This design comes from an exercise in tuning for small area, a short achievable clock period and few clock cycles per item on the open sky130 flow, not from production work. Where RTL was checked, it was by simulation tests only, not by an equivalence proof against the original.

Setup of main:
==> module invsqrt, before the edit <==
module invsqrt (clk, rst, start, float_in, float_out, ready);
input wire start;
input wire clk;
input wire rst;
input wire [31:0] float_in;
output wire [31:0] float_out;
output wire ready;
localparam IDLE = 2'd0,
           S1   = 2'd1,
           S2   = 2'd2,
           DONE = 2'd3;
reg  [1:0]   state;
reg  [24:0]  R;       
reg  [1:0]   K;       
reg          wrap1;   
reg          wrap3;   
reg          e_ov;    
wire [31:0] y  = 32'h5f3759df - (float_in >> 1);
wire [7:0]  ye = y[30:23];
wire [7:0]  xe = float_in[30:23];
wire [22:0] xm = float_in[22:0];
wire in_s1 = (state == S1);
wire in_s2 = (state == S2);
wire        Rn  = R[24];
wire [22:0] Rhi = R[23:1];
wire        Rr  = R[0];
function [24:0] sub_1d5;
    input [1:0]  te;
    input [22:0] hi;
    input        r;
    reg   [1:0]  s;
    reg   [25:0] negu, w;
    reg   [3:0]  ds;
    reg   [26:0] m_sub, mo;
    begin
        s = (te == 2'b10) ? 2'd1 : (te == 2'b01) ? 2'd2 : 2'd0;
        negu = (r & (&hi)) ? 26'h3800000 : ({3'b110, ~hi} + {25'd0, ~r});
        ds = (s == 2'd1) ? 4'h6 : (s == 2'd2) ? 4'hC : 4'h3;
        w = {negu[25:22] + ds, negu[21:0]};
        m_sub = (s == 2'd1) ? {w[24:0], 2'b00} : (s == 2'd2) ? {w, 1'b0} : {w[23:0], 3'b000};
        mo = m_sub[26] ? m_sub : (m_sub << 1);
        sub_1d5 = {m_sub[26], mo[25:2]};
    end
endfunction
wire [24:0] sub = sub_1d5(K + {1'b0, Rn & ~wrap1}, Rhi, Rr);
wire [22:0] a3   = sub[23:1];
wire        r3   = sub[0];
wire        ov2  = sub[24];
wire [23:0] opa = in_s1 ? {1'b1, xm} : {1'b1, y[22:0]};
wire [23:0] opb = in_s1 ? {1'b1, Rhi} : in_s2 ? {1'b1, a3} : {1'b1, y[22:0]};
wire        cin = in_s1 ? Rr : in_s2 ? r3 : 1'b0;
wire [47:0] P;
booth_mul mul (.a(opa), .b(opb), .cin(cin), .p(P));
wire        n3  = Rn & ~wrap3;
wire [22:0] m3  = Rhi + {22'd0, Rr};
wire [7:0]  oe  = ye + {7'd0, e_ov} - 8'd1 + {7'd0, n3};
wire error = (float_in == 32'b0) || (float_in[30:23] == 8'hFF) || float_in[31];
assign float_out = error ? 32'h7FFFFFFF : {1'b0, oe, m3};
assign ready = (state == DONE);
always @(posedge clk) begin
    if (rst)
        state <= IDLE;
    else if (start)
        state <= S1;
    else if (in_s1)
        state <= S2;
    else if (in_s2)
        state <= DONE;
end
always @(posedge clk) begin
    if (start || in_s1 || in_s2)
        R <= {P[47], P[47] ? P[46:24] : P[45:23], (P[47] & ~start) ? P[23] : P[22]};
    if (start)
        K <= {ye[0], 1'b0} + xe[1:0] + 2'd1;
    if (in_s1) begin
        K <= K + {1'b0, Rn};
        wrap1 <= Rr & (&Rhi);
    end
    if (in_s2) begin
        e_ov <= ov2;
        wrap3 <= r3 & (&a3);
    end
end
endmodule
export LEC_CHECK = 0
export ABC_AREA = 1
export CAP_MARGIN = 20
export CORE_MARGIN = 2
export CORE_UTILIZATION = 62
export SETUP_SLACK_MARGIN = 2
export SLEW_MARGIN = 20
export SYNTH_HIERARCHICAL = 1
export SYNTH_MINIMUM_KEEP_SIZE = 0
export TNS_END_PERCENT = 0
create_clock -name core_clock -period 11.0 [get_ports {clk}]
run.sh (not shown) runs the stock make flow with config.mk's settings and CLKGATE_MAP_FILE= SYNTH_SCRIPT=/design/flow/synth_recipe.tcl, a recipe that flattens the netlist after the stock synthesis.
Testbench counts of main, summed over its fixed seeds: cycles 12,800, items 3,200.
What the feature branch does differently from main at the input level:
diff --git a/flow/design.v b/flow/design.v
--- a/flow/design.v
+++ b/flow/design.v
@@ -1250,6 +1250,7 @@
     input [22:0] hi;
     input        r;
     reg   [1:0]  s;
+    reg          ov;
     reg   [25:0] negu, w;
     reg   [3:0]  ds;
     reg   [26:0] m_sub, mo;
@@ -1259,8 +1260,10 @@
         ds = (s == 2'd1) ? 4'h6 : (s == 2'd2) ? 4'hC : 4'h3;
         w = {negu[25:22] + ds, negu[21:0]};
         m_sub = (s == 2'd1) ? {w[24:0], 2'b00} : (s == 2'd2) ? {w, 1'b0} : {w[23:0], 3'b000};
-        mo = m_sub[26] ? m_sub : (m_sub << 1);
-        sub_1d5 = {m_sub[26], mo[25:2]};
+        ov = (s == 2'd0) ? (hi[22] & ((|hi[21:0]) | r) & ~(r & (&hi))) :
+             (s == 2'd1) ? ((~(|hi) & ~r) | (r & (&hi))) : 1'b1;
+        mo = ov ? m_sub : (m_sub << 1);
+        sub_1d5 = {ov, mo[25:2]};
     end
 endfunction
 wire [24:0] sub = sub_1d5(K + {1'b0, Rn & ~wrap1}, Rhi, Rr);
### Flow results
- Re data required time at the worst endpoint: main was higher than the feature branch.
- The feature branch against main: placed instance count moved up, share of the cycle needed by the critical path after routing fell by 1.3 points.
- For fraction of area in registers, main and the feature branch come out practically identical.
- Maximum clock frequency: the feature branch > main
- The critical path start-end classification comes out input pin to flop in one run and flop to flop in the other, namely in the feature branch and main respectively.
- The feature branch reports a higher tap cell count than main does.
- The lower final area came out of the feature branch.
- Delta (the feature branch minus main): maximum number of pins on one net before global-route repair saw a decrease, antenna diode count saw an increase.
- In the reports for the feature branch and main, the larger number of cells traversed by the worst register-to-register path belongs to the feature branch.
- Relative to main, inverter count of the layout excluding clock inverters has gone up in the feature branch.
- Wire length of the first global-routing pass ended up 4.6% higher on the feature branch than on main.
Testbench counts of the feature branch, summed over its fixed seeds: cycles 12,800, items 3,200.


garnet:
Another version of the RTL of invsqrt (not shown whole).
For scale: roughly 2600 cells after synthesis, about 68 I/O pins, roughly 20000 um^2 of cells after synthesis.
==> module invsqrt, before the edit <==
module invsqrt (clk, rst, start, float_in, float_out, ready);
input wire start;
input wire clk;
input wire rst;
input wire [31:0] float_in;
output wire [31:0] float_out;
output wire ready;
localparam IDLE = 2'd0,
           S1   = 2'd1,
           S2   = 2'd2,
           DONE = 2'd3;
reg  [1:0]   state;
reg  [47:22] R;       
reg  [1:0]   K;       
reg          wrap1;   
reg          wrap3;   
reg          e_ov;    
wire [22:0] ym;
wire        y_borrow;
y_guess ysub (.xs(float_in[23:1]), .ym(ym), .borrow(y_borrow));
wire [7:0]  ye = 8'hBE - float_in[31:24] - {7'd0, y_borrow};
wire [31:0] y  = {1'b0, ye, ym};
wire [7:0]  xe = float_in[30:23];
wire [22:0] xm = float_in[22:0];
wire in_s1 = (state == S1);
wire in_s2 = (state == S2);
wire        Rn    = R[47];
wire [22:0] Rhi   = Rn ? R[46:24] : R[45:23];
wire        Rr    = Rn ? R[23] : R[22];
wire        Rr_sq = R[22];
function [24:0] sub_1d5;
    input [1:0]  te;
    input [22:0] hi;
    input        r;
    reg   [1:0]  s;
    reg          ov;
    reg   [25:0] negu, w;
    reg   [3:0]  ds;
    reg   [26:0] m_sub, mo;
    begin
        s = (te == 2'b10) ? 2'd1 : (te == 2'b01) ? 2'd2 : 2'd0;
        negu = (r & (&hi)) ? 26'h3800000 : ({3'b110, ~hi} + {25'd0, ~r});
        ds = (s == 2'd1) ? 4'h6 : (s == 2'd2) ? 4'hC : 4'h3;
        w = {negu[25:22] + ds, negu[21:0]};
        m_sub = (s == 2'd1) ? {w[24:0], 2'b00} : (s == 2'd2) ? {w, 1'b0} : {w[23:0], 3'b000};
        ov = (s == 2'd0) ? (hi[22] & ((|hi[21:0]) | r) & ~(r & (&hi))) :
             (s == 2'd1) ? ((~(|hi) & ~r) | (r & (&hi))) : 1'b1;
        mo = ov ? m_sub : (m_sub << 1);
        sub_1d5 = {ov, mo[25:2]};
    end
endfunction
wire [24:0] sub = sub_1d5(K + {1'b0, Rn & ~wrap1}, Rhi, Rr);
wire [22:0] a3   = sub[23:1];
wire        r3   = sub[0];
wire        ov2  = sub[24];
wire [23:0] opa = in_s1 ? {1'b1, xm} : {1'b1, y[22:0]};
wire [23:0] opb = in_s1 ? {1'b1, Rhi} : in_s2 ? {1'b1, a3} : {1'b1, y[22:0]};
wire        cin = in_s1 ? Rr_sq : in_s2 ? r3 : 1'b0;
wire [47:0] P;
booth_mul mul (.a(opa), .b(opb), .cin(cin), .p(P));
wire        n3  = Rn & ~wrap3;
wire [22:0] m3  = Rhi + {22'd0, Rr};
wire [7:0]  oe  = ye + {7'd0, e_ov} - 8'd1 + {7'd0, n3};
wire error = (float_in == 32'b0) || (float_in[30:23] == 8'hFF) || float_in[31];
assign float_out = error ? 32'h7FFFFFFF : {1'b0, oe, m3};
assign ready = (state == DONE);
always @(posedge clk) begin
    if (rst)
        state <= IDLE;
    else if (start)
        state <= S1;
    else if (in_s1)
        state <= S2;
    else if (in_s2)
        state <= DONE;
end
always @(posedge clk) begin
    if (start || in_s1 || in_s2)
        R <= P[47:22];
    if (start)
        K <= {ye[0], 1'b0} + xe[1:0] + 2'd1;
    if (in_s1) begin
        K <= K + {1'b0, Rn};
        wrap1 <= Rr_sq & (&Rhi);
    end
    if (in_s2) begin
        e_ov <= ov2;
        wrap3 <= r3 & (&a3);
    end
end
endmodule
clock: 11.0 ns
lec_check: 0
abc_area: 1
cap_margin: 20
core_margin: 2
core_utilization: 62
setup_slack_margin: 2.5
slew_margin: 20
synth_hierarchical: 1
synth_minimum_keep_size: 0
tns_end_percent: 0
standard.sh (not shown) runs the stock make flow with config.mk's settings and CLKGATE_MAP_FILE= SYNTH_SCRIPT=/design/flow/synth_recipe.tcl, a recipe that flattens the netlist after the stock synthesis.
==> flow/flow/run.sh <==
#!/bin/bash
# The standard layout, with the port buffers made of plain buffers
# (sky130_fd_sc_hd__buf_2) instead of the default delay-cell buffers.
set -euo pipefail
export BUFFER_PORTS_ARGS="-buffer_cell sky130_fd_sc_hd__buf_2"
bash standard.sh > standard_flow.log 2>&1
Input-level comparison between maple and garnet:
diff --git a/flow/design.v b/flow/design.v
--- a/flow/design.v
+++ b/flow/design.v
@@ -1370,6 +1370,7 @@
 reg          wrap1;   
 reg          wrap3;   
 reg          e_ov;    
+reg          n_s2;    
 wire [22:0] ym;
 wire        y_borrow;
 y_guess ysub (.xs(float_in[23:1]), .ym(ym), .borrow(y_borrow));
@@ -1404,7 +1405,9 @@
         sub_1d5 = {ov, mo[25:2]};
     end
 endfunction
-wire [24:0] sub = sub_1d5(K + {1'b0, Rn & ~wrap1}, Rhi, Rr);
+wire [22:0] Rhi2 = n_s2 ? R[46:24] : R[45:23];
+wire        Rr2  = n_s2 ? R[23] : R[22];
+wire [24:0] sub = sub_1d5(K + {1'b0, n_s2 & ~wrap1}, Rhi2, Rr2);
 wire [22:0] a3   = sub[23:1];
 wire        r3   = sub[0];
 wire        ov2  = sub[24];
@@ -1435,6 +1438,7 @@
     if (start)
         K <= {ye[0], 1'b0} + xe[1:0] + 2'd1;
     if (in_s1) begin
+        n_s2 <= P[47];
         K <= K + {1'b0, Rn};
         wrap1 <= Rr_sq & (&Rhi);
     end
### Flow results
- Compared with garnet, maple degrades die area.
- Re global-route met1 utilization: garnet was lower than maple.
- maple finished every stage and its layout cleared the timing, DRC and antenna checks.
- From garnet to maple the numbers moved as follows: number of instances in the synthesized netlist now larger, via count of the first global-routing pass now larger, sequential cell area share comparable, share of the clock period used by the worst path now smaller.
- maple against garnet: worst-case setup margin in the final layout has increased; slew at the pin closest to its max-slew limit has increased; utilization of the core after routing lost 0.50 points.
No functional check of the RTL was part of any run of this note.

-- static timing again, ports no longer ideal --
No port has a modelled driver above. Below, the same layouts with a new extraction and two added sets of constraints. Step 1 assumes that a clkbuf_16 drives the clock port and a buf_2 every other input. Step 2 also shifts input and output timing later by t, the mid clock arrival at the registers, as if the neighbouring blocks saw the same clock. Slacks: no drivers / after step 1 / after step 2; pairs: no drivers / after step 1.
run	t, ns	setup WS [ns]	pins driven straight from the clock port
main	0.330	1.911 / 1.911 / 1.707	1
the feature branch	0.330	2.049 / 2.065 / 1.735	1
garnet	0.363	2.285 / 2.285 / 1.921	1
maple	0.350	2.335 / 2.309 / 1.959	1
After both steps every run listed still meets setup and hold. The setup slack of maple, which loses most, moves by -0.026 ns with the drivers and by -0.376 ns with both steps.
